This design comes from an exercise in tuning for small area on the open sky130 flow, not from production work.
In this exercise RTL edits were held to simulation tests only and were not proved equivalent to the original.
Power figures rest on the tool's default switching activity, not on a simulated workload.

==> flow/design.v (excerpt) <==
module copter_soc (
    input  wire       clk,
    input  wire       rstn,          
    input  wire       spi_sck,
    input  wire       spi_mosi,
    input  wire       spi_cs,        
    output wire       spi_miso,
    input  wire [5:0] pwm_in,
    output wire [6:0] led,
    output wire       busy
);
function [15:0] inc16(input [15:0] x);
    integer i;
    reg c;
    begin
        c = 1'b1;
        for (i = 0; i < 16; i = i + 1) begin
            inc16[i] = x[i] ^ c;
            c = c & x[i];
        end
    end
endfunction
function [15:0] dec16(input [15:0] x);
    integer i;
    reg b;
    begin
        b = 1'b1;
        for (i = 0; i < 16; i = i + 1) begin
            dec16[i] = x[i] ^ b;
            b = b & ~x[i];
        end
    end
endfunction
reg        sck_q, sck_old_q, mosi_q, ss_q;
reg  [7:0] sh;           
reg        rx_valid;     
reg  [2:0] bit_ct;
reg  [7:0] rx_byte;
reg        miso_q;
wire [7:0] fifo_q;
wire sck_rise = ~ss_q & ~sck_old_q & sck_q;
wire sck_fall = ~ss_q & sck_old_q & ~sck_q;
wire rx_done  = sck_rise & (&bit_ct);
always @(posedge clk) begin
    sck_q     <= spi_sck;
    sck_old_q <= sck_q;
    mosi_q    <= spi_mosi;
    ss_q      <= spi_cs;
    if (ss_q | rx_done)
        sh <= fifo_q;
    else if (sck_rise)
        sh <= {sh[6:0], mosi_q};
    if (rx_done)
        rx_byte <= {sh[6:0], mosi_q};
    rx_valid <= rx_done;
    if (ss_q)
        bit_ct <= 3'd0;
    else if (sck_rise)
        bit_ct <= inc16({13'd0, bit_ct});
    if (!rstn) begin
        miso_q   <= 1'b1;
    end else begin
        if (ss_q | sck_fall)
            miso_q <= sh[7];
    end
end
assign spi_miso = miso_q;
reg rd_fifo, rd_pend;
reg fifo_empty;
always @(posedge clk) begin
    if (!rstn) begin
        rd_fifo <= 1'b0;
        rd_pend <= 1'b0;
    end else begin
  ...
For scale: about 480 flip-flops, roughly 21000 sq um of cells after synthesis.
Settings: LEC_CHECK=0, CAP_MARGIN=20, CORE_MARGIN=2, CORE_UTILIZATION=75, CTS_BUF_LIST=sky130_fd_sc_hd__clkbuf_8, CTS_CLUSTER_DIAMETER=50, CTS_CLUSTER_SIZE=18, SLEW_MARGIN=20; clock period 8.0 ns.
standard.sh (not shown) runs the stock make flow with config.mk's settings and CLKGATE_MAP_FILE= SYNTH_SCRIPT=/design/flow/synth_recipe.tcl, a recipe that flattens the netlist after the stock synthesis.
==> flow/flow/run.sh <==
#!/bin/bash
# Layout flow: the standard ORFS flow (standard.sh) with two changes:
#  - clock tree synthesis without dummy loads, clustered onto clkbuf_8 leaves;
#  - input and output ports buffered with the smallest buffer.
# Each tool's output goes to a log of its own in this folder.
set -euo pipefail
export CTS_ARGS="-sink_clustering_enable -repair_clock_nets -sink_clustering_size 18 -sink_clustering_max_diameter 50 -buf_list sky130_fd_sc_hd__clkbuf_8 -dont_use_dummy_load"
export BUFFER_PORTS_ARGS="-buffer_cell sky130_fd_sc_hd__buf_1"
bash standard.sh > orfs_make.log 2>&1
The starting point went through all stages and came out clean.
Then changed:
--- a/flow/design.v
+++ b/flow/design.v
@@ -25,21 +25,21 @@
         c = c & ctr[i];
     end
 end
 assign code = val;
 always @(posedge clk)
     if (~rstn | stop)
         val <= {cnt[11] | ~rstn, cnt[10] | (on & sig) | ~rstn, cnt[9:0]};
-always @(posedge clk)
-    on <= ~fin & ~stop & (on | sig);
 always @(posedge clk) begin
     if (!rstn) begin
         sig <= 1'b0;
+        on  <= 1'b0;
         ctr <= 19'd0;
     end else begin
+        on  <= ~fin & ~stop & (on | sig);
         sig <= pwm;
         if (fin | (~on & sig))
             ctr <= 19'd0;
         else if (stop)
             ctr <= {2'b11, ctr_inc[16:0]};
         else
             ctr <= ctr_inc;
@@ -98,22 +98,24 @@
     ss_q      <= spi_cs;
     if (ss_q | rx_done)
         sh <= fifo_q;
     else if (sck_rise)
         sh <= {sh[6:0], mosi_q};
     if (rx_done)
         rx_byte <= {sh[6:0], mosi_q};
-    rx_valid <= rx_done;
-    if (ss_q)
-        bit_ct <= 3'd0;
-    else if (sck_rise)
-        bit_ct <= inc16({13'd0, bit_ct});
     if (!rstn) begin
+        rx_valid <= 1'b0;
+        bit_ct   <= 3'd0;
         miso_q   <= 1'b1;
     end else begin
+        rx_valid <= rx_done;
+        if (ss_q)
+            bit_ct <= 3'd0;
+        else if (sck_rise)
+            bit_ct <= inc16({13'd0, bit_ct});
         if (ss_q | sck_fall)
             miso_q <= sh[7];
     end
 end
 assign spi_miso = miso_q;
 reg rd_fifo, rd_pend;
 reg fifo_empty;
@@ -140,29 +142,36 @@
 reg  [7:0] od;
 wire       fifo_wr = ov & ~fifo_full;
 wire [15:0] wp_inc16 = inc16({12'd0, wp});
 wire [15:0] rp_inc16 = inc16({12'd0, rp});
 wire [3:0] wp_inc = wp_inc16[3:0];
 wire [3:0] rp_inc = rp_inc16[3:0];
 assign fifo_q = fifo_dout;
+reg [7:0] rd_word;
+integer ri;
+always @* begin
+    rd_word = 8'd0;
+    for (ri = 0; ri < 16; ri = ri + 1)
+        rd_word = rd_word | ({8{rp == ri[3:0]}} & mem[ri]);
+end
 always @(posedge clk) begin
     if (fifo_wr)
         mem[wp] <= od;
     if (!rstn) begin
         rp         <= 4'd0;
         wp         <= 4'd0;
         fifo_full  <= 1'b0;
         fifo_empty <= 1'b1;
         fifo_dout  <= 8'd0;
     end else begin
         if (fifo_wr)
             wp <= wp_inc;
         if (rd_fifo) begin
             rp        <= rp_inc;
-            fifo_dout <= mem[rp];
+            fifo_dout <= rd_word;
         end
         if (rd_fifo)
             fifo_full <= 1'b0;
         else if (fifo_wr)
             fifo_full <= wp_inc == rp;
         if (rd_fifo & ~ov)
             fifo_empty <= rp_inc == wp;
The new run went through all stages and came out clean.
Combinational power fell by well over a third.
Maximum frequency rose slightly.
Clock-buffer cell count rose by 1.
Routed wire length fell slightly.
Total power fell by a quarter to a third.
Sequential power fell by about a fifth.
Design area barely changes.
Hold slack improved by 0.0056 ns.
Synthesized area stays flat.
Setup slack improved by 0.018 ns.

* * *

Another version of the RTL of copter_soc (not shown whole).
Size: about 480 flip-flops, about 20 I/O pins, roughly 22000 µm² of cells after synthesis.
// copter_soc
module copter_soc (
    input  wire       clk,
    input  wire       rstn,          
    input  wire       spi_sck,
    input  wire       spi_mosi,
    input  wire       spi_cs,        
    output wire       spi_miso,
    input  wire [5:0] pwm_in,
    output wire [6:0] led,
    output wire       busy
);
Settings: LEC_CHECK=0, CAP_MARGIN=20, CORE_MARGIN=2, CORE_UTILIZATION=75, CTS_BUF_LIST=sky130_fd_sc_hd__clkbuf_8, CTS_CLUSTER_DIAMETER=50, CTS_CLUSTER_SIZE=18, SLEW_MARGIN=20; clock period 8.0 ns.
Scripts as last shown in full above: flow/flow/run.sh
Then changed:
--- a/flow/design.v
+++ b/flow/design.v
@@ -376,26 +376,22 @@
         S_R2: if (oready) begin
             cnt <= cnt_inc;
             ptr <= dec16(ptr);
             if (cnt[1:0] == 2'd3) begin
                 cnt <= 3'd0;
                 {u6, alo} <= a_inc;
                 if (a_cy) hc <= hc_inc;
             end
         end
         S_W1: if (in_v) begin
-            case (lane)
-                2'd0: sd[7:0] <= in_d;
-                2'd1: sd[8]   <= 1'b1;
-                2'd2: sd[9]   <= 1'b1;
-                default: sd[10] <= 1'b1;
-            endcase
+            if (lane == 2'd0)
+                sd[7:0] <= in_d;
             cnt <= cnt_inc;
             ptr <= dec16(ptr);
             if ((cnt[1:0] == 2'd3) | (ptr == 16'd1))
                 cnt <= 3'd0;
         end
         S_W2: if (bus_done) begin
             sd <= 12'd0;
             {u6, alo} <= a_inc;
             if (a_cy) hc <= hc_inc;
         end
@@ -421,44 +417,53 @@
     end
     if (oready) begin
         if (out_rdy | ~ov)
             od <= td_int;
         else
             td <= td_int;
     end else if (out_rdy) begin
         od <= td;
     end
 end
+wire led_set  = (alo[1] == alo[0]);
+wire led_tog  = ~alo[1] & alo[0];
+wire led_clrm = alo[1] & ~alo[0];
+wire led_w0   = first & sel_led & we;
+wire led_w1   = (st == S_W1) & in_v & sel_led;
+wire led_zero = ~rstn | (sel_led & led_set &
+                ((st == S_HW) & in_v & (cnt == 3'd0) | (st == S_W1) & ~tready));
+genvar gk, gj;
+generate
+    for (gj = 0; gj < 8; gj = gj + 1) begin : g_lane0
+        wire q  = led_r[gj];
+        wire en = ~rstn | (led_w0 & (led_set | sd[gj]));
+        wire dv = rstn & (led_set ? sd[gj] : (led_tog & ~q));
+        always @(posedge clk)
+            if (en)
+                led_r[gj] <= dv;
+    end
+    for (gk = 1; gk < 4; gk = gk + 1) begin : g_lane
+        wire put = led_w1 & (lane == gk);
+        for (gj = 0; gj < 8; gj = gj + 1) begin : g_bit
+            wire q  = led_r[8*gk + gj];
+            wire en = led_zero | (put & in_d[gj]);
+            wire dv = ~led_zero & ~led_clrm & ~q;
+            always @(posedge clk)
+                if (en)
+                    led_r[8*gk + gj] <= dv;
+        end
+    end
+endgenerate
 always @(posedge clk) begin
     if (!rstn) begin
-        led_r <= 32'd0;
-        os_r  <= 3'd0;
+        os_r <= 3'd0;
     end else begin
-        if ((st == S_W1) & in_v & sel_led & (lane != 2'd0)) begin
-            case (alo[1:0])
-                2'b01:   led_r[8*lane +: 8] <= led_r[8*lane +: 8] ^ in_d;
-                2'b10:   led_r[8*lane +: 8] <= led_r[8*lane +: 8] & ~in_d;
-                default: led_r[8*lane +: 8] <= in_d;
-            endcase
-        end
-        if (first & sel_led & we) begin
-            case (alo[1:0])
-                2'b01:   led_r[7:0] <= led_r[7:0] ^ sd[7:0];
-                2'b10:   led_r[7:0] <= led_r[7:0] & ~sd[7:0];
-                default: begin
-                    led_r[7:0] <= sd[7:0];
-                    if (~sd[8])  led_r[15:8]  <= 8'd0;
-                    if (~sd[9])  led_r[23:16] <= 8'd0;
-                    if (~sd[10]) led_r[31:24] <= 8'd0;
-                end
-            endcase
-        end
         if (first & sel_os & ~we)
             os_r <= os_new;
     end
 end
 assign led  = led_r[6:0];
 assign busy = (st != S_IDLE);
 pwmdecoder ch0 (.clk(clk), .rstn(rstn), .pwm(pwm_in[0]), .code(pv0));
 pwmdecoder ch1 (.clk(clk), .rstn(rstn), .pwm(pwm_in[1]), .code(pv1));
 pwmdecoder ch2 (.clk(clk), .rstn(rstn), .pwm(pwm_in[2]), .code(pv2));
 pwmdecoder ch3 (.clk(clk), .rstn(rstn), .pwm(pwm_in[3]), .code(pv3));
After rerunning: Register-to-register slack degrades by 0.07 ns; cell count is lower by 3.6%; final area is lower by 1.6%; power is higher by 5.9%; critical path depth stays the same; utilization is higher by 0.62 points; clock-buffer cell count does not change; non-clock buffer count is higher by 4.

## afterwards: timing with drivers on the ports
The results above use ideal ports. As a check the final layouts listed here were re-extracted and re-timed, cells and wires unchanged.
Step 1 assumes that a clkbuf_16 drives the clock port and a buf_2 every other input.
Step 2 adds t to the input delays and takes it off the output delays; t is the mean of the earliest and latest rising clock arrival at the registers after step 1. Input paths then give back, and output paths get back, about the clock's delay inside the block.
Three values: no drivers, after step 1, after step 2; two values: the first two.
| run | shift t [ns] | setup slack, ns | hold slack, ns | worst slew at a driven data input, ns | cell pins on the clock port's net |
|---|---|---|---|---|---|
| the first run of note 1 | 0.606 | 3.817 / 3.817 / 3.817 | 0.373 / 0.373 / 0.373 | 0.03 | 1 |
| the second run of note 1 | 0.599 | 3.834 / 3.834 / 3.834 | 0.379 / 0.379 / 0.379 | 0.03 | 1 |
| the first run of note 2 | 0.602 | 3.859 / 3.859 / 3.859 | 0.361 / 0.361 / 0.361 | 0.03 | 1 |
| the second run of note 2 | 0.586 | 3.793 / 3.793 / 3.793 | 0.356 / 0.356 / 0.356 | 0.03 | 1 |
After both steps every run listed still meets setup and hold.
